Context: an optimization exercise on an open-source flow, tuned for small area, a short achievable clock period and few clock cycles. The choices shown serve that exercise and are no tape-out recipe. Only simulation tests tie the RTL to the original design; equivalence was not proved. Power and IR drop assume default switching activity.

## config.mk

```make
export PLATFORM = sky130hd
export DESIGN_NAME = rvmyth
export DESIGN_NICKNAME = rvmyth
export VERILOG_FILES = /design/flow/design.v
export SDC_FILE = /design/flow/constraint.sdc
export NUM_CORES = 4
export LEC_CHECK = 0
export CAP_MARGIN = 20
export CORE_MARGIN = 2
export CORE_UTILIZATION = 20
export PLACE_DENSITY = 0.3
export SLEW_MARGIN = 20
```

## constraint.sdc

```tcl
create_clock -name core_clock -period 10.0 [get_ports {CLK}]
set_input_delay 2.0000 -clock core_clock [delete_from_list [all_inputs] [get_ports {CLK}]]
set_output_delay 2.0000 -clock core_clock [all_outputs]
set_load 0.01 [all_outputs]
```

## design.v

```verilog
   module rvmyth(
      output reg [9:0] OUT,
      input CLK,
      input reset,
      output [7:0] imem_addr,
      input [31:0] imem_data,
      output dmem_wr_en,
      output [3:0] dmem_addr,
      output [31:0] dmem_wdata,
      input [31:0] dmem_rdata
   );
   wire clk = CLK;
genvar xreg;
wire [31:0] CPU_br_tgt_pc_a2;
reg  [31:0] CPU_br_tgt_pc_a3;
wire [10:0] CPU_dec_bits_a1;
wire [3:0] CPU_dmem_addr_a4;
wire [31:0] w_CPU_dmem_rd_data_a4;
reg  [31:0] CPU_dmem_rd_data_a5;
wire CPU_dmem_rd_en_a4;
wire [31:0] CPU_dmem_wr_data_a4;
wire CPU_dmem_wr_en_a4;
wire [2:0] CPU_funct3_a1;
wire CPU_funct3_valid_a1;
wire [6:0] CPU_funct7_a1;
wire CPU_funct7_valid_a1;
wire [31:0] CPU_imem_rd_addr_a0;
reg  [31:0] CPU_imem_rd_addr_a1;
wire [31:0] CPU_imem_rd_data_a1;
wire CPU_imem_rd_en_a0;
reg  CPU_imem_rd_en_a1;
wire [31:0] CPU_imm_a1;
reg  [31:0] CPU_imm_a2,
            CPU_imm_a3;
wire [31:0] CPU_inc_pc_a1;
reg  [31:0] CPU_inc_pc_a2,
            CPU_inc_pc_a3;
wire [31:0] CPU_instr_a1;
wire CPU_is_add_a1;
reg  CPU_is_add_a2,
     CPU_is_add_a3;
wire CPU_is_addi_a1;
reg  CPU_is_addi_a2,
     CPU_is_addi_a3;
wire CPU_is_and_a1;
reg  CPU_is_and_a2,
     CPU_is_and_a3;
wire CPU_is_andi_a1;
reg  CPU_is_andi_a2,
     CPU_is_andi_a3;
wire CPU_is_auipc_a1;
reg  CPU_is_auipc_a2,
     CPU_is_auipc_a3;
wire CPU_is_b_instr_a1;
wire CPU_is_beq_a1;
reg  CPU_is_beq_a2,
     CPU_is_beq_a3,
     CPU_is_beq_a4,
     CPU_is_beq_a5;
wire CPU_is_bge_a1;
reg  CPU_is_bge_a2,
     CPU_is_bge_a3,
     CPU_is_bge_a4,
     CPU_is_bge_a5;
wire CPU_is_bgeu_a1;
reg  CPU_is_bgeu_a2,
     CPU_is_bgeu_a3,
     CPU_is_bgeu_a4,
     CPU_is_bgeu_a5;
wire CPU_is_blt_a1;
reg  CPU_is_blt_a2,
     CPU_is_blt_a3,
     CPU_is_blt_a4,
     CPU_is_blt_a5;
wire CPU_is_bltu_a1;
reg  CPU_is_bltu_a2,
     CPU_is_bltu_a3,
     CPU_is_bltu_a4,
     CPU_is_bltu_a5;
wire CPU_is_bne_a1;
reg  CPU_is_bne_a2,
     CPU_is_bne_a3,
     CPU_is_bne_a4,
     CPU_is_bne_a5;
wire CPU_is_i_instr_a1;
wire CPU_is_j_instr_a1;
wire CPU_is_jal_a1;
reg  CPU_is_jal_a2,
     CPU_is_jal_a3;
wire CPU_is_jalr_a1;
reg  CPU_is_jalr_a2,
     CPU_is_jalr_a3;
wire CPU_is_jump_a1;
reg  CPU_is_jump_a2,
     CPU_is_jump_a3;
wire CPU_is_load_a1;
reg  CPU_is_load_a2,
     CPU_is_load_a3;
wire CPU_is_lui_a1;
reg  CPU_is_lui_a2,
     CPU_is_lui_a3;
wire CPU_is_or_a1;
reg  CPU_is_or_a2,
     CPU_is_or_a3;
wire CPU_is_ori_a1;
reg  CPU_is_ori_a2,
     CPU_is_ori_a3;
wire CPU_is_r_instr_a1;
wire CPU_is_s_instr_a1;
reg  CPU_is_s_instr_a2,
     CPU_is_s_instr_a3,
     CPU_is_s_instr_a4;
wire CPU_is_sb_a1;
reg  CPU_is_sb_a2,
     CPU_is_sb_a3,
     CPU_is_sb_a4,
     CPU_is_sb_a5;
wire CPU_is_sh_a1;
reg  CPU_is_sh_a2,
     CPU_is_sh_a3,
     CPU_is_sh_a4,
     CPU_is_sh_a5;
wire CPU_is_sll_a1;
reg  CPU_is_sll_a2,
     CPU_is_sll_a3;
wire CPU_is_slli_a1;
reg  CPU_is_slli_a2,
     CPU_is_slli_a3;
wire CPU_is_slt_a1;
reg  CPU_is_slt_a2,
     CPU_is_slt_a3;
wire CPU_is_slti_a1;
reg  CPU_is_slti_a2,
     CPU_is_slti_a3;
wire CPU_is_sltiu_a1;
reg  CPU_is_sltiu_a2,
     CPU_is_sltiu_a3;
wire CPU_is_sltu_a1;
reg  CPU_is_sltu_a2,
     CPU_is_sltu_a3;
wire CPU_is_sra_a1;
reg  CPU_is_sra_a2,
     CPU_is_sra_a3;
wire CPU_is_srai_a1;
reg  CPU_is_srai_a2,
     CPU_is_srai_a3;
wire CPU_is_srl_a1;
reg  CPU_is_srl_a2,
     CPU_is_srl_a3;
wire CPU_is_srli_a1;
reg  CPU_is_srli_a2,
     CPU_is_srli_a3;
wire CPU_is_sub_a1;
reg  CPU_is_sub_a2,
     CPU_is_sub_a3;
wire CPU_is_sw_a1;
reg  CPU_is_sw_a2,
     CPU_is_sw_a3,
     CPU_is_sw_a4,
     CPU_is_sw_a5;
wire CPU_is_u_instr_a1;
wire CPU_is_xor_a1;
reg  CPU_is_xor_a2,
     CPU_is_xor_a3;
wire CPU_is_xori_a1;
reg  CPU_is_xori_a2,
     CPU_is_xori_a3;
wire [31:0] CPU_jalr_tgt_pc_a2;
reg  [31:0] CPU_jalr_tgt_pc_a3;
wire [31:0] CPU_ld_data_a5;
wire [6:0] CPU_opcode_a1;
wire [31:0] CPU_pc_a0;
reg  [31:0] CPU_pc_a1,
            CPU_pc_a2,
            CPU_pc_a3;
wire [4:0] w_CPU_rd_a1;
reg  [4:0] CPU_rd_a2,
           CPU_rd_a3,
           CPU_rd_a4,
           CPU_rd_a5;
wire CPU_rd_valid_a1;
reg  CPU_rd_valid_a2,
     CPU_rd_valid_a3,
     CPU_rd_valid_a4;
wire CPU_reset_a0;
reg  CPU_reset_a1,
     CPU_reset_a2,
     CPU_reset_a3,
     CPU_reset_a4;
wire [31:0] CPU_result_a3;
reg  [5:2] CPU_result_a4;
wire [31:0] CPU_rf_rd_data1_a2;
wire [31:0] CPU_rf_rd_data2_a2;
wire CPU_rf_rd_en1_a2;
wire CPU_rf_rd_en2_a2;
wire [4:0] CPU_rf_rd_index1_a2;
wire [4:0] CPU_rf_rd_index2_a2;
wire [31:0] CPU_rf_wr_data_a3;
wire CPU_rf_wr_en_a3;
wire [4:0] CPU_rf_wr_index_a3;
wire [4:0] w_CPU_rs1_a1;
reg  [4:0] CPU_rs1_a2;
wire CPU_rs1_valid_a1;
reg  CPU_rs1_valid_a2;
wire [4:0] w_CPU_rs2_a1;
reg  [4:0] CPU_rs2_a2;
wire CPU_rs2_valid_a1;
reg  CPU_rs2_valid_a2;
wire CPU_sltiu_result_a3;
wire CPU_sltu_result_a3;
wire [31:0] CPU_src1_value_a2;
reg  [31:0] CPU_src1_value_a3;
wire [31:0] CPU_src2_value_a2;
reg  [31:0] CPU_src2_value_a3,
            CPU_src2_value_a4;
wire CPU_taken_br_a3;
wire CPU_valid_a3;
reg  CPU_valid_a4;
wire CPU_valid_jump_a3;
reg  CPU_valid_jump_a4,
     CPU_valid_jump_a5;
wire CPU_valid_load_a3;
reg  CPU_valid_load_a4,
     CPU_valid_load_a5;
wire CPU_valid_taken_br_a3;
reg  CPU_valid_taken_br_a4,
     CPU_valid_taken_br_a5;
wire [31:0] CPU_Xreg_value_a3 [31:0];
reg  [31:0] CPU_Xreg_value_a4 [31:0],
            CPU_Xreg_value_a5 [31:0];
      always @(posedge clk) CPU_br_tgt_pc_a3[31:0] <= CPU_br_tgt_pc_a2[31:0];
      always @(posedge clk) CPU_dmem_rd_data_a5[31:0] <= w_CPU_dmem_rd_data_a4[31:0];
      always @(posedge clk) CPU_imem_rd_addr_a1[31:0] <= CPU_imem_rd_addr_a0[31:0];
      always @(posedge clk) CPU_imem_rd_en_a1 <= CPU_imem_rd_en_a0;
      always @(posedge clk) CPU_imm_a2[31:0] <= CPU_imm_a1[31:0];
      always @(posedge clk) CPU_imm_a3[31:0] <= CPU_imm_a2[31:0];
      always @(posedge clk) CPU_inc_pc_a2[31:0] <= CPU_inc_pc_a1[31:0];
      always @(posedge clk) CPU_inc_pc_a3[31:0] <= CPU_inc_pc_a2[31:0];
      always @(posedge clk) CPU_is_add_a2 <= CPU_is_add_a1;
      always @(posedge clk) CPU_is_add_a3 <= CPU_is_add_a2;
      always @(posedge clk) CPU_is_addi_a2 <= CPU_is_addi_a1;
      always @(posedge clk) CPU_is_addi_a3 <= CPU_is_addi_a2;
      always @(posedge clk) CPU_is_and_a2 <= CPU_is_and_a1;
      always @(posedge clk) CPU_is_and_a3 <= CPU_is_and_a2;
      always @(posedge clk) CPU_is_andi_a2 <= CPU_is_andi_a1;
      always @(posedge clk) CPU_is_andi_a3 <= CPU_is_andi_a2;
      always @(posedge clk) CPU_is_auipc_a2 <= CPU_is_auipc_a1;
      always @(posedge clk) CPU_is_auipc_a3 <= CPU_is_auipc_a2;
      always @(posedge clk) CPU_is_beq_a2 <= CPU_is_beq_a1;
      always @(posedge clk) CPU_is_beq_a3 <= CPU_is_beq_a2;
      always @(posedge clk) CPU_is_beq_a4 <= CPU_is_beq_a3;
      always @(posedge clk) CPU_is_beq_a5 <= CPU_is_beq_a4;
      always @(posedge clk) CPU_is_bge_a2 <= CPU_is_bge_a1;
      always @(posedge clk) CPU_is_bge_a3 <= CPU_is_bge_a2;
      always @(posedge clk) CPU_is_bge_a4 <= CPU_is_bge_a3;
      always @(posedge clk) CPU_is_bge_a5 <= CPU_is_bge_a4;
      always @(posedge clk) CPU_is_bgeu_a2 <= CPU_is_bgeu_a1;
      always @(posedge clk) CPU_is_bgeu_a3 <= CPU_is_bgeu_a2;
      always @(posedge clk) CPU_is_bgeu_a4 <= CPU_is_bgeu_a3;
      always @(posedge clk) CPU_is_bgeu_a5 <= CPU_is_bgeu_a4;
      always @(posedge clk) CPU_is_blt_a2 <= CPU_is_blt_a1;
      always @(posedge clk) CPU_is_blt_a3 <= CPU_is_blt_a2;
      always @(posedge clk) CPU_is_blt_a4 <= CPU_is_blt_a3;
      always @(posedge clk) CPU_is_blt_a5 <= CPU_is_blt_a4;
      always @(posedge clk) CPU_is_bltu_a2 <= CPU_is_bltu_a1;
      always @(posedge clk) CPU_is_bltu_a3 <= CPU_is_bltu_a2;
      always @(posedge clk) CPU_is_bltu_a4 <= CPU_is_bltu_a3;
      always @(posedge clk) CPU_is_bltu_a5 <= CPU_is_bltu_a4;
      always @(posedge clk) CPU_is_bne_a2 <= CPU_is_bne_a1;
      always @(posedge clk) CPU_is_bne_a3 <= CPU_is_bne_a2;
      always @(posedge clk) CPU_is_bne_a4 <= CPU_is_bne_a3;
      always @(posedge clk) CPU_is_bne_a5 <= CPU_is_bne_a4;
      always @(posedge clk) CPU_is_jal_a2 <= CPU_is_jal_a1;
      always @(posedge clk) CPU_is_jal_a3 <= CPU_is_jal_a2;
      always @(posedge clk) CPU_is_jalr_a2 <= CPU_is_jalr_a1;
      always @(posedge clk) CPU_is_jalr_a3 <= CPU_is_jalr_a2;
      always @(posedge clk) CPU_is_jump_a2 <= CPU_is_jump_a1;
      always @(posedge clk) CPU_is_jump_a3 <= CPU_is_jump_a2;
      always @(posedge clk) CPU_is_load_a2 <= CPU_is_load_a1;
      always @(posedge clk) CPU_is_load_a3 <= CPU_is_load_a2;
      always @(posedge clk) CPU_is_lui_a2 <= CPU_is_lui_a1;
      always @(posedge clk) CPU_is_lui_a3 <= CPU_is_lui_a2;
      always @(posedge clk) CPU_is_or_a2 <= CPU_is_or_a1;
      always @(posedge clk) CPU_is_or_a3 <= CPU_is_or_a2;
      always @(posedge clk) CPU_is_ori_a2 <= CPU_is_ori_a1;
      always @(posedge clk) CPU_is_ori_a3 <= CPU_is_ori_a2;
      always @(posedge clk) CPU_is_s_instr_a2 <= CPU_is_s_instr_a1;
      always @(posedge clk) CPU_is_s_instr_a3 <= CPU_is_s_instr_a2;
      always @(posedge clk) CPU_is_s_instr_a4 <= CPU_is_s_instr_a3;
      always @(posedge clk) CPU_is_sb_a2 <= CPU_is_sb_a1;
      always @(posedge clk) CPU_is_sb_a3 <= CPU_is_sb_a2;
      always @(posedge clk) CPU_is_sb_a4 <= CPU_is_sb_a3;
      always @(posedge clk) CPU_is_sb_a5 <= CPU_is_sb_a4;
      always @(posedge clk) CPU_is_sh_a2 <= CPU_is_sh_a1;
      always @(posedge clk) CPU_is_sh_a3 <= CPU_is_sh_a2;
      always @(posedge clk) CPU_is_sh_a4 <= CPU_is_sh_a3;
      always @(posedge clk) CPU_is_sh_a5 <= CPU_is_sh_a4;
      always @(posedge clk) CPU_is_sll_a2 <= CPU_is_sll_a1;
      always @(posedge clk) CPU_is_sll_a3 <= CPU_is_sll_a2;
      always @(posedge clk) CPU_is_slli_a2 <= CPU_is_slli_a1;
      always @(posedge clk) CPU_is_slli_a3 <= CPU_is_slli_a2;
      always @(posedge clk) CPU_is_slt_a2 <= CPU_is_slt_a1;
      always @(posedge clk) CPU_is_slt_a3 <= CPU_is_slt_a2;
      always @(posedge clk) CPU_is_slti_a2 <= CPU_is_slti_a1;
      always @(posedge clk) CPU_is_slti_a3 <= CPU_is_slti_a2;
      always @(posedge clk) CPU_is_sltiu_a2 <= CPU_is_sltiu_a1;
      always @(posedge clk) CPU_is_sltiu_a3 <= CPU_is_sltiu_a2;
      always @(posedge clk) CPU_is_sltu_a2 <= CPU_is_sltu_a1;
      always @(posedge clk) CPU_is_sltu_a3 <= CPU_is_sltu_a2;
      always @(posedge clk) CPU_is_sra_a2 <= CPU_is_sra_a1;
      always @(posedge clk) CPU_is_sra_a3 <= CPU_is_sra_a2;
      always @(posedge clk) CPU_is_srai_a2 <= CPU_is_srai_a1;
      always @(posedge clk) CPU_is_srai_a3 <= CPU_is_srai_a2;
      always @(posedge clk) CPU_is_srl_a2 <= CPU_is_srl_a1;
      always @(posedge clk) CPU_is_srl_a3 <= CPU_is_srl_a2;
      always @(posedge clk) CPU_is_srli_a2 <= CPU_is_srli_a1;
      always @(posedge clk) CPU_is_srli_a3 <= CPU_is_srli_a2;
      always @(posedge clk) CPU_is_sub_a2 <= CPU_is_sub_a1;
      always @(posedge clk) CPU_is_sub_a3 <= CPU_is_sub_a2;
      always @(posedge clk) CPU_is_sw_a2 <= CPU_is_sw_a1;
      always @(posedge clk) CPU_is_sw_a3 <= CPU_is_sw_a2;
      always @(posedge clk) CPU_is_sw_a4 <= CPU_is_sw_a3;
      always @(posedge clk) CPU_is_sw_a5 <= CPU_is_sw_a4;
      always @(posedge clk) CPU_is_xor_a2 <= CPU_is_xor_a1;
      always @(posedge clk) CPU_is_xor_a3 <= CPU_is_xor_a2;
      always @(posedge clk) CPU_is_xori_a2 <= CPU_is_xori_a1;
      always @(posedge clk) CPU_is_xori_a3 <= CPU_is_xori_a2;
      always @(posedge clk) CPU_jalr_tgt_pc_a3[31:0] <= CPU_jalr_tgt_pc_a2[31:0];
      always @(posedge clk) CPU_pc_a1[31:0] <= CPU_pc_a0[31:0];
      always @(posedge clk) CPU_pc_a2[31:0] <= CPU_pc_a1[31:0];
      always @(posedge clk) CPU_pc_a3[31:0] <= CPU_pc_a2[31:0];
      always @(posedge clk) CPU_rd_a2[4:0] <= w_CPU_rd_a1[4:0];
      always @(posedge clk) CPU_rd_a3[4:0] <= CPU_rd_a2[4:0];
      always @(posedge clk) CPU_rd_a4[4:0] <= CPU_rd_a3[4:0];
      always @(posedge clk) CPU_rd_a5[4:0] <= CPU_rd_a4[4:0];
      always @(posedge clk) CPU_rd_valid_a2 <= CPU_rd_valid_a1;
      always @(posedge clk) CPU_rd_valid_a3 <= CPU_rd_valid_a2;
      always @(posedge clk) CPU_rd_valid_a4 <= CPU_rd_valid_a3;
      always @(posedge clk) CPU_reset_a1 <= CPU_reset_a0;
      always @(posedge clk) CPU_reset_a2 <= CPU_reset_a1;
      always @(posedge clk) CPU_reset_a3 <= CPU_reset_a2;
      always @(posedge clk) CPU_reset_a4 <= CPU_reset_a3;
      always @(posedge clk) CPU_result_a4[5:2] <= CPU_result_a3[5:2];
      always @(posedge clk) CPU_rs1_a2[4:0] <= w_CPU_rs1_a1[4:0];
      always @(posedge clk) CPU_rs1_valid_a2 <= CPU_rs1_valid_a1;
      always @(posedge clk) CPU_rs2_a2[4:0] <= w_CPU_rs2_a1[4:0];
      always @(posedge clk) CPU_rs2_valid_a2 <= CPU_rs2_valid_a1;
      always @(posedge clk) CPU_src1_value_a3[31:0] <= CPU_src1_value_a2[31:0];
      always @(posedge clk) CPU_src2_value_a3[31:0] <= CPU_src2_value_a2[31:0];
      always @(posedge clk) CPU_src2_value_a4[31:0] <= CPU_src2_value_a3[31:0];
      always @(posedge clk) CPU_valid_a4 <= CPU_valid_a3;
      always @(posedge clk) CPU_valid_jump_a4 <= CPU_valid_jump_a3;
      always @(posedge clk) CPU_valid_jump_a5 <= CPU_valid_jump_a4;
      always @(posedge clk) CPU_valid_load_a4 <= CPU_valid_load_a3;
      always @(posedge clk) CPU_valid_load_a5 <= CPU_valid_load_a4;
      always @(posedge clk) CPU_valid_taken_br_a4 <= CPU_valid_taken_br_a3;
      always @(posedge clk) CPU_valid_taken_br_a5 <= CPU_valid_taken_br_a4;
      generate for (xreg = 0; xreg <= 31; xreg=xreg+1) begin : L1gen_CPU_Xreg
         always @(posedge clk) CPU_Xreg_value_a4[xreg][31:0] <= CPU_Xreg_value_a3[xreg][31:0];
         always @(posedge clk) CPU_Xreg_value_a5[xreg][31:0] <= CPU_Xreg_value_a4[xreg][31:0];
      end endgenerate
         assign CPU_reset_a0 = reset;
         assign CPU_pc_a0[31:0] = (CPU_reset_a1) ? 32'd0 : 
                     (CPU_valid_taken_br_a3) ? CPU_br_tgt_pc_a3 : 
                     (CPU_valid_load_a3) ? CPU_inc_pc_a3 : 
                     (CPU_valid_jump_a3 && CPU_is_jal_a3) ? CPU_br_tgt_pc_a3 :
                     (CPU_valid_jump_a3 && CPU_is_jalr_a3) ? CPU_jalr_tgt_pc_a3 : CPU_inc_pc_a1;
         assign CPU_imem_rd_en_a0 = !CPU_reset_a0;
         assign CPU_imem_rd_addr_a0[31:0] = CPU_pc_a0[9:2];
         assign CPU_instr_a1[31:0] = CPU_imem_rd_data_a1[31:0];
         assign CPU_inc_pc_a1[31:0] = CPU_pc_a1 + 32'd4;          
         assign CPU_is_i_instr_a1 = CPU_instr_a1[6:2] == 5'b00000 ||
                       CPU_instr_a1[6:2] == 5'b00001 ||
                       CPU_instr_a1[6:2] == 5'b00100 ||
                       CPU_instr_a1[6:2] == 5'b00110 ||
                       CPU_instr_a1[6:2] == 5'b11001;
         assign CPU_is_r_instr_a1 = CPU_instr_a1[6:2] == 5'b01011 ||
                       CPU_instr_a1[6:2] == 5'b10100 ||
                       CPU_instr_a1[6:2] == 5'b01100 ||
                       CPU_instr_a1[6:2] == 5'b01101;                       
         assign CPU_is_b_instr_a1 = CPU_instr_a1[6:2] == 5'b11000;
         assign CPU_is_u_instr_a1 = CPU_instr_a1[6:2] == 5'b00101 ||
                       CPU_instr_a1[6:2] == 5'b01101;
         assign CPU_is_s_instr_a1 = CPU_instr_a1[6:2] == 5'b01000 ||
                       CPU_instr_a1[6:2] == 5'b01001;
         assign CPU_is_j_instr_a1 = CPU_instr_a1[6:2] == 5'b11011;
         assign CPU_imm_a1[31:0] = CPU_is_i_instr_a1 ? { {21{CPU_instr_a1[31]}} , CPU_instr_a1[30:20] } :
                      CPU_is_s_instr_a1 ? { {21{CPU_instr_a1[31]}} , CPU_instr_a1[30:25] , CPU_instr_a1[11:8] , CPU_instr_a1[7] } :
                      CPU_is_b_instr_a1 ? { {20{CPU_instr_a1[31]}} , CPU_instr_a1[7] , CPU_instr_a1[30:25] , CPU_instr_a1[11:8] , 1'b0} :
                      CPU_is_u_instr_a1 ? { CPU_instr_a1[31:12] , 12'b0} : 
                      CPU_is_j_instr_a1 ? { {12{CPU_instr_a1[31]}} , CPU_instr_a1[19:12] , CPU_instr_a1[20] , CPU_instr_a1[30:21] , 1'b0} : 32'b0;
         assign CPU_rs2_valid_a1 = CPU_is_r_instr_a1 || CPU_is_s_instr_a1 || CPU_is_b_instr_a1;
         assign CPU_rs1_valid_a1 = CPU_is_r_instr_a1 || CPU_is_s_instr_a1 || CPU_is_b_instr_a1 || CPU_is_i_instr_a1;
         assign CPU_rd_valid_a1 = CPU_is_r_instr_a1 || CPU_is_i_instr_a1 || CPU_is_u_instr_a1 || CPU_is_j_instr_a1;
         assign CPU_funct3_valid_a1 = CPU_is_r_instr_a1 || CPU_is_s_instr_a1 || CPU_is_b_instr_a1 || CPU_is_i_instr_a1;
         assign CPU_funct7_valid_a1 = CPU_is_r_instr_a1;
            assign w_CPU_rs2_a1[4:0] = CPU_instr_a1[24:20];
            assign w_CPU_rs1_a1[4:0] = CPU_instr_a1[19:15];
            assign w_CPU_rd_a1[4:0] = CPU_instr_a1[11:7];
            assign CPU_funct3_a1[2:0] = CPU_instr_a1[14:12];
            assign CPU_funct7_a1[6:0] = CPU_instr_a1[31:25];
         assign CPU_opcode_a1[6:0] = CPU_instr_a1[6:0];
         assign CPU_dec_bits_a1[10:0] = {CPU_funct7_a1[5],CPU_funct3_a1,CPU_opcode_a1};
         assign CPU_is_beq_a1 = CPU_dec_bits_a1[9:0] == 10'b000_1100011;
         assign CPU_is_bne_a1 = CPU_dec_bits_a1[9:0] == 10'b001_1100011;
         assign CPU_is_blt_a1 = CPU_dec_bits_a1[9:0] == 10'b100_1100011;
         assign CPU_is_bge_a1 = CPU_dec_bits_a1[9:0] == 10'b101_1100011;
         assign CPU_is_bltu_a1 = CPU_dec_bits_a1[9:0] == 10'b110_1100011;
         assign CPU_is_bgeu_a1 = CPU_dec_bits_a1[9:0] == 10'b111_1100011;
         assign CPU_is_add_a1 = CPU_dec_bits_a1 == 11'b0_000_0110011;
         assign CPU_is_addi_a1 = CPU_dec_bits_a1[9:0] == 10'b000_0010011;
         assign CPU_is_or_a1 = CPU_dec_bits_a1 == 11'b0_110_0110011;
         assign CPU_is_ori_a1 = CPU_dec_bits_a1[9:0] == 10'b110_0010011;
         assign CPU_is_xor_a1 = CPU_dec_bits_a1 == 11'b0_100_0110011;
         assign CPU_is_xori_a1 = CPU_dec_bits_a1[9:0] == 10'b100_0010011;
         assign CPU_is_and_a1 = CPU_dec_bits_a1 == 11'b0_111_0110011;
         assign CPU_is_andi_a1 = CPU_dec_bits_a1[9:0] == 10'b111_0010011;
         assign CPU_is_sub_a1 = CPU_dec_bits_a1 == 11'b1_000_0110011;
         assign CPU_is_slti_a1 = CPU_dec_bits_a1[9:0] == 10'b010_0010011;
         assign CPU_is_sltiu_a1 = CPU_dec_bits_a1[9:0] == 10'b011_0010011;
         assign CPU_is_slli_a1 = CPU_dec_bits_a1 == 11'b0_001_0010011;
         assign CPU_is_srli_a1 = CPU_dec_bits_a1 == 11'b0_101_0010011;
         assign CPU_is_srai_a1 = CPU_dec_bits_a1 == 11'b1_101_0010011;
         assign CPU_is_sll_a1 = CPU_dec_bits_a1 == 11'b0_001_0110011;
         assign CPU_is_slt_a1 = CPU_dec_bits_a1 == 11'b0_010_0110011;
         assign CPU_is_sltu_a1 = CPU_dec_bits_a1 == 11'b0_011_0110011;
         assign CPU_is_srl_a1 = CPU_dec_bits_a1 == 11'b0_101_0110011;
         assign CPU_is_sra_a1 = CPU_dec_bits_a1 == 11'b1_101_0110011;
         assign CPU_is_load_a1 = CPU_dec_bits_a1[6:0] == 7'b0000011;
         assign CPU_is_sb_a1 = CPU_dec_bits_a1[9:0] == 10'b000_0100011;
         assign CPU_is_sh_a1 = CPU_dec_bits_a1[9:0] == 10'b001_0100011;
         assign CPU_is_sw_a1 = CPU_dec_bits_a1[9:0] == 10'b010_0100011;
         assign CPU_is_lui_a1 = CPU_dec_bits_a1[6:0] == 7'b0110111;
         assign CPU_is_auipc_a1 = CPU_dec_bits_a1[6:0] == 7'b0010111;
         assign CPU_is_jal_a1 = CPU_dec_bits_a1[6:0] == 7'b1101111;
         assign CPU_is_jalr_a1 = CPU_dec_bits_a1[9:0] == 10'b000_1100111;
         assign CPU_is_jump_a1 = CPU_is_jal_a1 || CPU_is_jalr_a1;
         assign CPU_rf_rd_en1_a2 = CPU_rs1_valid_a2;
            assign CPU_rf_rd_index1_a2[4:0] = CPU_rs1_a2[4:0];
         assign CPU_rf_rd_en2_a2 = CPU_rs2_valid_a2;
            assign CPU_rf_rd_index2_a2[4:0] = CPU_rs2_a2[4:0];
         assign CPU_br_tgt_pc_a2[31:0] = CPU_pc_a2 + CPU_imm_a2;
         assign CPU_jalr_tgt_pc_a2[31:0] = CPU_src1_value_a2 + CPU_imm_a2;
         assign CPU_src1_value_a2[31:0] = (CPU_rf_wr_en_a3 && (CPU_rf_wr_index_a3 != 5'b0) && (CPU_rf_wr_index_a3 == CPU_rs1_a2)) ? CPU_rf_wr_data_a3 : CPU_rf_rd_data1_a2[31:0];
         assign CPU_src2_value_a2[31:0] = (CPU_rf_wr_en_a3 && (CPU_rf_wr_index_a3 != 5'b0) && (CPU_rf_wr_index_a3 == CPU_rs2_a2)) ? CPU_rf_wr_data_a3 : CPU_rf_rd_data2_a2[31:0];
         assign CPU_sltu_result_a3 = CPU_src1_value_a3 < CPU_src2_value_a3 ;
         assign CPU_sltiu_result_a3 = CPU_src1_value_a3 < CPU_imm_a3 ;
         assign CPU_result_a3[31:0] = CPU_is_addi_a3 ? CPU_src1_value_a3 + CPU_imm_a3 :
                         CPU_is_add_a3 ? CPU_src1_value_a3 + CPU_src2_value_a3 : 
                         CPU_is_or_a3 ? CPU_src1_value_a3 | CPU_src2_value_a3 : 
                         CPU_is_ori_a3 ? CPU_src1_value_a3 | CPU_imm_a3 :
                         CPU_is_xor_a3 ? CPU_src1_value_a3 ^ CPU_src2_value_a3 :
                         CPU_is_xori_a3 ? CPU_src1_value_a3 ^ CPU_imm_a3 :
                         CPU_is_and_a3 ? CPU_src1_value_a3 & CPU_src2_value_a3 :
                         CPU_is_andi_a3 ? CPU_src1_value_a3 & CPU_imm_a3 :
                         CPU_is_sub_a3 ? CPU_src1_value_a3 - CPU_src2_value_a3 :
                         CPU_is_slti_a3 ? ((CPU_src1_value_a3[31] == CPU_imm_a3[31]) ? CPU_sltiu_result_a3 : {31'b0,CPU_src1_value_a3[31]}) :
                         CPU_is_sltiu_a3 ? CPU_sltiu_result_a3 :
                         CPU_is_slli_a3 ? CPU_src1_value_a3 << CPU_imm_a3[5:0] :
                         CPU_is_srli_a3 ? CPU_src1_value_a3 >> CPU_imm_a3[5:0] :
                         CPU_is_srai_a3 ? ({{32{CPU_src1_value_a3[31]}}, CPU_src1_value_a3} >> CPU_imm_a3[4:0]) :
                         CPU_is_sll_a3 ? CPU_src1_value_a3 << CPU_src2_value_a3[4:0] :
                         CPU_is_slt_a3 ? ((CPU_src1_value_a3[31] == CPU_src2_value_a3[31]) ? CPU_sltu_result_a3 : {31'b0,CPU_src1_value_a3[31]}) :
                         CPU_is_sltu_a3 ? CPU_sltu_result_a3 :
                         CPU_is_srl_a3 ? CPU_src1_value_a3 >> CPU_src2_value_a3[5:0] :
                         CPU_is_sra_a3 ? ({{32{CPU_src1_value_a3[31]}}, CPU_src1_value_a3} >> CPU_src2_value_a3[4:0]) :
                         CPU_is_lui_a3 ? ({CPU_imm_a3[31:12], 12'b0}) :
                         CPU_is_auipc_a3 ? CPU_pc_a3 + CPU_imm_a3 :
                         CPU_is_jal_a3 ? CPU_pc_a3 + 4 :
                         CPU_is_jalr_a3 ? CPU_pc_a3 + 4 : 
                         (CPU_is_load_a3 || CPU_is_s_instr_a3) ? CPU_src1_value_a3 + CPU_imm_a3 : 32'b0;
         assign CPU_rf_wr_en_a3 = (CPU_rd_valid_a3 && CPU_valid_a3 && CPU_rd_a3 != 5'b0) || CPU_valid_load_a5;
            assign CPU_rf_wr_index_a3[4:0] = !CPU_valid_a3 ? CPU_rd_a5[4:0] : CPU_rd_a3[4:0];
         assign CPU_rf_wr_data_a3[31:0] = !CPU_valid_a3 ? CPU_ld_data_a5[31:0] : CPU_result_a3[31:0];
         assign CPU_taken_br_a3 = CPU_is_beq_a3 ? (CPU_src1_value_a3 == CPU_src2_value_a3) :
                     CPU_is_bne_a3 ? (CPU_src1_value_a3 != CPU_src2_value_a3) :
                     CPU_is_blt_a3 ? ((CPU_src1_value_a3 < CPU_src2_value_a3) ^ (CPU_src1_value_a3[31] != CPU_src2_value_a3[31])) :
                     CPU_is_bge_a3 ? ((CPU_src1_value_a3 >= CPU_src2_value_a3) ^ (CPU_src1_value_a3[31] != CPU_src2_value_a3[31])) :
                     CPU_is_bltu_a3 ? (CPU_src1_value_a3 < CPU_src2_value_a3) :
                     CPU_is_bgeu_a3 ? (CPU_src1_value_a3 >= CPU_src2_value_a3) : 1'b0;
         assign CPU_valid_taken_br_a3 = CPU_valid_a3 && CPU_taken_br_a3;
         assign CPU_valid_load_a3 = CPU_valid_a3 && CPU_is_load_a3;
         assign CPU_valid_a3 = !(CPU_valid_taken_br_a4 || CPU_valid_taken_br_a5 || CPU_valid_load_a4 || CPU_valid_load_a5 || CPU_valid_jump_a4 || CPU_valid_jump_a5);
         assign CPU_valid_jump_a3 = CPU_valid_a3 && CPU_is_jump_a3;
         assign CPU_dmem_rd_en_a4 = CPU_valid_load_a4;
         assign CPU_dmem_wr_en_a4 = CPU_valid_a4 && CPU_is_s_instr_a4;
         assign CPU_dmem_addr_a4[3:0] = CPU_result_a4[5:2];
         assign CPU_dmem_wr_data_a4[31:0] = CPU_src2_value_a4[31:0];
         assign CPU_ld_data_a5[31:0] = CPU_dmem_rd_data_a5[31:0];
      always @ (posedge CLK) begin
         OUT <= CPU_Xreg_value_a5[17][9:0];                
      end
               assign imem_addr = CPU_imem_rd_addr_a1[7:0];
               assign CPU_imem_rd_data_a1[31:0] = imem_data;
            generate for (xreg = 0; xreg <= 31; xreg=xreg+1) begin : L1_CPU_Xreg  
               wire L1_wr_a3;
               assign L1_wr_a3 = CPU_rf_wr_en_a3 && (CPU_rf_wr_index_a3 != 5'b0) && (CPU_rf_wr_index_a3 == xreg);
               assign CPU_Xreg_value_a3[xreg][31:0] = CPU_reset_a3 ?   xreg           :
                              L1_wr_a3        ?   CPU_rf_wr_data_a3 :
                                             CPU_Xreg_value_a4[xreg][31:0];
            end endgenerate
               assign CPU_rf_rd_data1_a2[31:0] = CPU_Xreg_value_a4[CPU_rf_rd_index1_a2];
               assign CPU_rf_rd_data2_a2[31:0] = CPU_Xreg_value_a4[CPU_rf_rd_index2_a2]; 
            assign dmem_wr_en = CPU_dmem_wr_en_a4;
            assign dmem_addr = CPU_dmem_addr_a4;
            assign dmem_wdata = CPU_dmem_wr_data_a4;
            assign w_CPU_dmem_rd_data_a4[31:0] = dmem_rdata;
   endmodule
```

## run.sh

```bash
#!/bin/bash
# synth_recipe.tcl (not shown) runs the flow's synth.tcl, then flattens the netlist and writes it again
# the make line also repeats each setting of config.mk as NAME=value (left out here)
make -C /OpenROAD-flow-scripts/flow DESIGN_CONFIG=/design/flow/config.mk WORK_HOME=/design/flow/orfs CLKGATE_MAP_FILE= SYNTH_SCRIPT=/design/flow/synth_recipe.tcl finish
```

==> results.yml <==
power:
  clock_power_share: 0.473
  cellLeakagePower_uw: 0.0364
  power.ir.vdd_worst_v: 0.000159
  power_frac_seq: 0.388
  power.density_mw_per_mm2: 165
  power_frac_comb: 0.139
  switchingPower_uw: 5320
  power.internal_uw: 11800
  p_sw_frac: 0.311
synth:
  syn-num-nets: 11000
  syn-mean-instance-area_um2: 8.23
  postSynthCellCount: 10600
  synth-xor-area-share: 0.0204
  ys_ff_latch: 1567
  synth-main-ff-cell: "dfxtp_1"
  dominant_combinational_cell_family_by_area_after_synthesis: "compound AO/OA/AOI/OAI gates"
  synth-edff-count: 0
  yosysUniqueCellTypes: 113
  synth_top_area_share: 0.359
  simple_logic_cell_fraction_of_the_synthesized_area: 0.167
  ys_seq_area_frac: 0.359
  synth_area_in_compound_gates: 0.298
  synth.mux.area_fraction: 0.0535
  commonest_cells_post_synth: "1567 x dfxtp_1, 1042 x nand2_1, 948 x nor2_1"
  yosys.area_share.adder: 0.0428
  synth.largest_area_cell: "dfxtp_1"
  post-synth-top-count-cell: "dfxtp_1"
  ys_async_sr_fraction: 0
  yosys_synthesis_warning_count: 3
  dominant_cells_by_area_after_synthesis: "dfxtp_1 36%, a21oi_1 4.8%, nand2_1 4.5%"
  netlist_area_before_placement_mm2: 0.0874
setup_path:
  regToRegSetupSlack_ns: 1.17
  worstPathArrival_ns: 9.64
  crit_top_cell: "o221ai_1"
  critPathRequiredTime_ns: 10.81
  worst_setup_path_end_kind: "register"
  timing.critical_path.slowest_stage_cell: "dfxtp_1"
  setup.worst_path.start_class: "register"
  worstPathMaxFanout: 11
  regToRegStartpoint: "CPU_src1_value_a3[0]"
  worstRegToRegCells: 26
  worstSetupEndpoint: "CPU_jalr_tgt_pc_a3[31]"
  worst_path_largest_cell_delay_ns: 0.96
  rr_endpoint: "CPU_jalr_tgt_pc_a3[31]"
  crit_start: "CPU_src1_value_a3[0]"
  setup.worst_path.class: "register to register"
finish:
  drive_gt1_frac: 0.123
  utilization: 0.239
  fin_nets: 10800
  fin_cells: 16400
  syn2layout_area_growth_pct: 18.7
floorplanning:
  io_pins: 121
  core_area_mm2: 0.435
  starting_density: 0.201
  die_area_mm2: 0.442
  die_w_um: 665
  die_h_um: 665
  rows: 242
sta:
  finalWorstPathRequiredPeriod_ns: 8.83
  post-route-period-util: 0.883
  finalHoldViolations: 0
  grt_setup_unrepaired: "no"
  skew_ns: 0.0857
  setup-tns-final_ns: 0
  fmaxAchievable_ghz: 0.113
  setup-violations-final: 0
  post-route-worst-setup-slack_ns: 1.17
  timing.max_slew.rel_slack: 0.133
  tightest_slew_ns: 1.30
  finalMaxSlewViolations: 0
drt:
  detail_route_antenna_nets: 0
  wirelength_mm: 704
  route.vias.total: 96000
  drt-wirelength-per-cell_um: 43.0
  detail_route.first_pass.iterations: 9
  drt-vias-per-instance: 5.87
  dr.first_iter.drc_count: 13200
  detail_route.drc_violations: 0
clocking:
  post_cts.repair.setup_buffers: 0
  cts-root-to-sink-buffers: 4
  cts-resized-gates: 0
  cts_tree: "built"
  numCtsBuffers: 209
  cts.hold.buffers_added: 0
  htreeDepth: 4
  clk_pin_slew_ns: 0.06
  cts.root.buffer_cell: "clkbuf_16"
  numClockSinks: 1567
  clk-insertion-delay-late_ns: 0.98
placement:
  dp.final_hpwl_mm: 472
  portBuffers: 120
  gpl.final_weighted_congestion: 1.03
  placed_cells_incl_taps: 15900
  placement.setup.worst_slack_ns: 1.61
global_route:
  antenna_found_initial: 81
  grt_remaining_overflow: 0
  grt_use_total: 0.305
  grt_pass1_wl_mm: 912
  grt_max_degree: 133
  first_global_vias: 89600
hold_path:
  worst_hold_path_type: "register to register"
status:
  status: "no timing/DRC/antenna violations"
job:
  max-cap-violations: 0
-- worst min path at each step --
stage	startpoint	endpoint	slack [ns]	cells after the start
global placement	CPU_inc_pc_a2[10]	CPU_inc_pc_a3[10]	0.31	0
floorplan	CPU_inc_pc_a2[10]	CPU_inc_pc_a3[10]	0.31	0
global route	CPU_inc_pc_a2[25]	CPU_inc_pc_a3[25]	0.32	0
detailed placement	CPU_inc_pc_a2[25]	CPU_inc_pc_a3[25]	0.31	0
finish	CPU_inc_pc_a2[27]	CPU_inc_pc_a3[27]	0.32	0
CTS	CPU_inc_pc_a2[27]	CPU_inc_pc_a3[27]	0.31	0
-- area by class of cell --
class / count / area, um^2
Tap cell: 5734 / 7170
Antenna cell: 31 / 77.6
Multi-Input combinational cell: 7847 / 52100
Sequential cell: 1567 / 31400
Clock inverter: 76 / 1020
Inverter: 214 / 813
Timing Repair Buffer: 587 / 5020
Clock buffer: 302 / 6140
Fill cell: 47300 / 331000
-- state kept, by name, summed over array words and instances, names as in the netlist, 8 cells and up --
| name | count |
|---|---|
| CPU_br_tgt_pc_a3 | 32 |
| CPU_jalr_tgt_pc_a3 | 32 |
| CPU_pc_a2 | 30 |
| CPU_pc_a1 | 24 |
| CPU_dmem_rd_data_a5 | 32 |
| CPU_src1_value_a3 | 32 |
| CPU_Xreg_value_a4 | 1024 |
| CPU_imm_a2 | 32 |
| CPU_pc_a3 | 30 |
| CPU_src2_value_a4 | 32 |
| CPU_inc_pc_a3 | 32 |
| OUT | 10 |
| CPU_imem_rd_addr_a1 | 8 |
| CPU_src2_value_a3 | 32 |
| CPU_inc_pc_a2 | 32 |
| CPU_Xreg_value_a5 | 10 |
| CPU_imm_a3 | 32 |
-- power groups by stage --
| stage | Combinational [uW] | Sequential [uW] | Clock [uW] |
|---|---|---|---|
| final | 2370 | 6630 | 8090 |
| after global routing | 2400 | 6640 | 8470 |
| after CTS | 2290 | 6640 | 8250 |
| after detailed placement | 2280 | 6770 | 0 |
| after global placement | 2300 | 6770 | 0 |
| after floorplan | 1270 | 6580 | 0 |
-- per-layer routing --
| layer | vias up | part of all wire | track usage |
|---|---|---|---|
| li1 | 39300 | - | - |
| met1 | 48800 | 0.40 | 0.380 |
| met2 | 6105 | 0.44 | 0.477 |
| met3 | 1722 | 0.080 | 0.0611 |
| met4 | 32 | 0.078 | 0.195 |
| met5 | - | 0.00033 | 0 |
-- cell families after synthesis --
| group | after synthesis |
|---|---|
| xor gates and xnor gates | 204 |
| buffers and inverters | 1200 |
| adders and majority gates | 295 |
| and+or+nand+nor | 3228 |
| AOI/OAI and AO/OA | 3811 |
| muxes | 309 |
| DFF | 1567 |
-- cells in the final DEF (no fill, tap or decap), types with 199 or more instances in the layout --
cell type / netlist / layout
a221oi_1: 346 / 346
a22o_1: 316 / 316
nand3_1: 451 / 446
dfxtp_1: 1567 / 1549
a211oi_1: 245 / 245
a22oi_1: 373 / 372
ha_1: 289 / 289
nand2_1: 1042 / 1014
o21ai_1: 214 / 219
nor2_1: 948 / 847
o21ai_0: 589 / 578
clkbuf_16: 0 / 213
a21oi_1: 834 / 830
inv_1: 202 / 199
buf_4: 25 / 439
-- critical path: cells and delay by family, from the launching register on --
kind,cells,cell delay [ns]
fa+ha+maj,3,1.05
flops,1,0.96
simple gates,4,1.21
compound gates,13,4.13
xor+xnor,3,0.82
buf+inv,3,0.47
-- through the flow --
step           power, uW  area [um^2]  hold slack [ns]
2_1_floorplan       7850        87400            0.310
3_3_place_gp        9070        96300            0.310
3_5_place_dp        9050        96400            0.312
4_1_cts            17200       104000            0.312
5_1_grt            17500       104000            0.321
6_report           17100       104000            0.316
Testbench counts, summed over its fixed seeds: cycles 114,206.

-- afterwards: timing with drivers on the ports --
Ports are ideal in the flow. The routed layout listed here was re-timed in OpenROAD. Step 1, drivers: a clkbuf_16 drives CLK and a buf_2 each remaining input, both assumed. Step 2, shift: input delay + t, output delay - t, t = (earliest + latest rising clock arrival at the registers) / 2. This alone moves slack from input paths to output paths. a / b / c = ideal / step 1 / step 2; a / b = the first two.
t (ns): 1.054
setup slack, ns: 1.165 / 1.165 / 1.165
worst hold slack (ns): 0.316 / 0.316 / 0.316
worst register clock-pin slew, ns: 0.09 / 0.09
After both steps setup and hold are still met in this run. For this run, drivers alone change the setup slack by 0.000 ns; drivers and shift together by 0.000 ns.
